Context: an optimization exercise on an open-source flow, tuned for small area, a short achievable clock period and few clock cycles per item. The choices shown serve that exercise and are no tape-out recipe.
RTL that was checked went through simulation tests only; none was proved equivalent to the original.
Power is estimated from default activity; no workload was simulated.

==> flow/design.v (excerpt) <==
module smash_noc #(
	parameter ADDR_SIZE       = 4,
	parameter DATA_SIZE       = 32,
	parameter NUM_ROWS        = 16,
	parameter NUM_COLUMNS     = 16,
	parameter ROUTER_ROW_ADDR = 6,
	parameter ROUTER_COL_ADDR = 9
) (
	input 					 i_clk, i_rst,
	input 					 i_ready_up,
	input [ADDR_SIZE - 1:0]  i_addr_row_up,
	input [ADDR_SIZE - 1:0]  i_addr_col_up,
	input [DATA_SIZE - 1:0]  i_data_up,
	input 					 i_valid_up,
	output 	 				 o_ready_up,
	output 					 o_valid_up,
	output [ADDR_SIZE - 1:0] o_addr_row_up,
	output [ADDR_SIZE - 1:0] o_addr_col_up,
	output [DATA_SIZE - 1:0] o_data_up,
	input 					 i_ready_down,
	input [ADDR_SIZE - 1:0]  i_addr_row_down,
	input [ADDR_SIZE - 1:0]  i_addr_col_down,
	input [DATA_SIZE - 1:0]  i_data_down,
	input 					 i_valid_down,
	output 	 				 o_ready_down,
	output 					 o_valid_down,
	output [ADDR_SIZE - 1:0] o_addr_row_down,
	output [ADDR_SIZE - 1:0] o_addr_col_down,
	output [DATA_SIZE - 1:0] o_data_down,
	input 					 i_ready_left,
	input [ADDR_SIZE - 1:0]  i_addr_row_left,
	input [ADDR_SIZE - 1:0]  i_addr_col_left,
	input [DATA_SIZE - 1:0]  i_data_left,
	input 					 i_valid_left,
	output 	 				 o_ready_left,
	output 					 o_valid_left,
	output [ADDR_SIZE - 1:0] o_addr_row_left,
	output [ADDR_SIZE - 1:0] o_addr_col_left,
	output [DATA_SIZE - 1:0] o_data_left,
	input 					 i_ready_right,
	input [ADDR_SIZE - 1:0]  i_addr_row_right,
	input [ADDR_SIZE - 1:0]  i_addr_col_right,
	input [DATA_SIZE - 1:0]  i_data_right,
	input 					 i_valid_right,
	output 	 				 o_ready_right,
	output 					 o_valid_right,
	output [ADDR_SIZE - 1:0] o_addr_row_right,
	output [ADDR_SIZE - 1:0] o_addr_col_right,
	output [DATA_SIZE - 1:0] o_data_right,
	input 					 pcpi_valid,
	input [31:0] 			 pcpi_insn,
	input [31:0] 			 pcpi_rs1,
	input [31:0] 			 pcpi_rs2,
	output 	 				 pcpi_wr,
	output [31:0] 			 pcpi_rd,
	output 					 pcpi_wait,
	output 	 				 pcpi_ready
);
Size: roughly 470 I/O pins.
Settings: LEC_CHECK=0, CAP_MARGIN=20, CORE_MARGIN=2, CORE_UTILIZATION=30, PLACE_DENSITY=0.5, SETUP_SLACK_MARGIN=2.3, SLEW_MARGIN=20; clock period 6.0 ns.
standard.sh (not shown) runs the stock make flow with config.mk's settings and CLKGATE_MAP_FILE= SYNTH_SCRIPT=/design/flow/synth_recipe.tcl, a recipe that flattens the netlist after the stock synthesis.
==> flow/flow/run.sh <==
#!/bin/bash
# Standard ORFS flow, with small buffers on the ports instead of the
# delay cells buffer_ports picks by default.
set -o pipefail
bash standard.sh BUFFER_PORTS_ARGS="-buffer_cell sky130_fd_sc_hd__buf_1" finish > flow.log 2>&1
Next try:
--- a/flow/design.v
+++ b/flow/design.v
@@ -121,69 +121,64 @@
 			dir[s][3] = src_col[s] < ROUTER_COL_ADDR;
 			dir[s][4] = src_col[s] == ROUTER_COL_ADDR && src_row[s] == ROUTER_ROW_ADDR;
 		end
 	end
 	reg [4:0] req [0:4];
 	integer a, b;
 	always @(*) begin
 		for (a = 0; a < 5; a = a + 1)
 			for (b = 0; b < 5; b = b + 1)
 				req[a][b] = src_valid[b] && dir[b][a];
 		req[4][4] = 1'b0;
 	end
-	reg [FW - 1:0] out_flit [0:3];
-	reg [3:0] out_dir;
-	integer x, k;
-	always @(*) begin
-		for (x = 0; x < 4; x = x + 1) begin
-			out_flit[x] = {FW{1'b0}};
-			for (k = 0; k < 5; k = k + 1)
-				out_flit[x] = out_flit[x] | ({FW{grant[x][k]}} & src_flit[k]);
-		end
-		out_dir[0] = out_flit[0][FW - 1:FW - ADDR_SIZE] == ROUTER_COL_ADDR && out_flit[0][FW - ADDR_SIZE - 1:DATA_SIZE] > ROUTER_ROW_ADDR;
-		out_dir[1] = out_flit[1][FW - 1:FW - ADDR_SIZE] > ROUTER_COL_ADDR;
-		out_dir[2] = out_flit[2][FW - 1:FW - ADDR_SIZE] == ROUTER_COL_ADDR && out_flit[2][FW - ADDR_SIZE - 1:DATA_SIZE] < ROUTER_ROW_ADDR;
-		out_dir[3] = out_flit[3][FW - 1:FW - ADDR_SIZE] < ROUTER_COL_ADDR;
-	end
 	wire [4:0] out_ready;
 	reg  [4:0] grant [0:4];
 	wire [4:0] out_valid;
 	wire [4:0] out_take;
 	wire loc_full;
 	wire pcpi_recv = pcpi_valid && !pcpi_insn[31];
 	assign out_ready = {!loc_full, i_ready_left, i_ready_down, i_ready_right, i_ready_up};
 	genvar o;
 	generate
 		for (o = 0; o < 5; o = o + 1) begin : g_out
 			wire [4:0] oth = req[o] & ~grant[o];
 			wire [4:0] pick;
 			assign pick[4] = oth[4];
 			assign pick[3] = oth[3] && !oth[4];
 			assign pick[2] = oth[2] && !(|oth[4:3]);
 			assign pick[1] = oth[1] && !(|oth[4:2]);
 			assign pick[0] = oth[0] && !(|oth[4:1]);
-			assign out_valid[o] = o < 4 ? (|(grant[o] & src_valid)) && out_dir[o] : |(grant[o] & req[o]);
+			assign out_valid[o] = |(grant[o] & req[o]);
 			assign out_take[o]  = out_valid[o] && out_ready[o];
 			always @(posedge i_clk) begin
 				if (i_rst)
 					grant[o] <= 5'd1 << (o == 4 ? 0 : (o + 2) % 4);
 				else if (!(out_valid[o] && !out_ready[o])) begin
 					if (|oth)
 						grant[o] <= pick;
 					else if (o < 4 && !out_valid[o])
 						grant[o] <= 5'b10000;
 				end
 			end
 		end
 	endgenerate
+	reg [FW - 1:0] out_flit [0:3];
+	integer x, k;
+	always @(*) begin
+		for (x = 0; x < 4; x = x + 1) begin
+			out_flit[x] = {FW{1'b0}};
+			for (k = 0; k < 5; k = k + 1)
+				out_flit[x] = out_flit[x] | ({FW{grant[x][k]}} & src_flit[k]);
+		end
+	end
 	smash_fifo #(4, DATA_SIZE) lane_fifo_center (
 		.i_clk   (i_clk),
 		.i_rst   (i_rst),
 		.i_data  ({i_data_left, i_data_down, i_data_right, i_data_up}),
 		.i_sel   (grant[4][3:0]),
 		.o_data  (pcpi_rd),
 		.i_read  (pcpi_recv),
 		.i_write (out_valid[4]),
 		.o_full  (loc_full)
 	);
 	assign o_valid_up    = out_valid[0];
 	assign o_valid_right = out_valid[1];
Cell area climbs by 1.0%; final cell count went down by 0.41%; routed wire length came out higher by 2.6%; total power is lower by 0.95%; sequential power goes down by about 2%; critical path depth is lower by 1; utilization climbs by 0.18 points.
Testbench counts after the change, summed over its fixed seeds: cycles 3,730, items 8,000.
The RTL of the first run of this note was laid out without a check of its function.

[port drivers added, routing unchanged]
How much do the figures lean on ideal ports? The routed layouts below were timed once more, with nothing changed but the port constraints.
Step 1 sets driving cells, clkbuf_16 on the clock port and buf_2 on the other inputs (assumed; they add their load-dependent delay and slew).
Step 2 also shifts input and output timing later by t, the mid clock arrival at the registers, as if the neighbouring blocks saw the same clock.
Three values: ideal ports, drivers, drivers and shift; two values: the first two.
run	shift t [ns]	slack for setup (ns)	pins driven straight from the clock port
the first run	0.383	2.057 / 2.015 / 2.015	1
the second run	0.363	2.299 / 2.256 / 2.256	1
After both steps setup and hold are still met in every run listed. The setup slack of the second run, which loses most, moves by -0.043 ns with the drivers and by -0.043 ns with both steps.
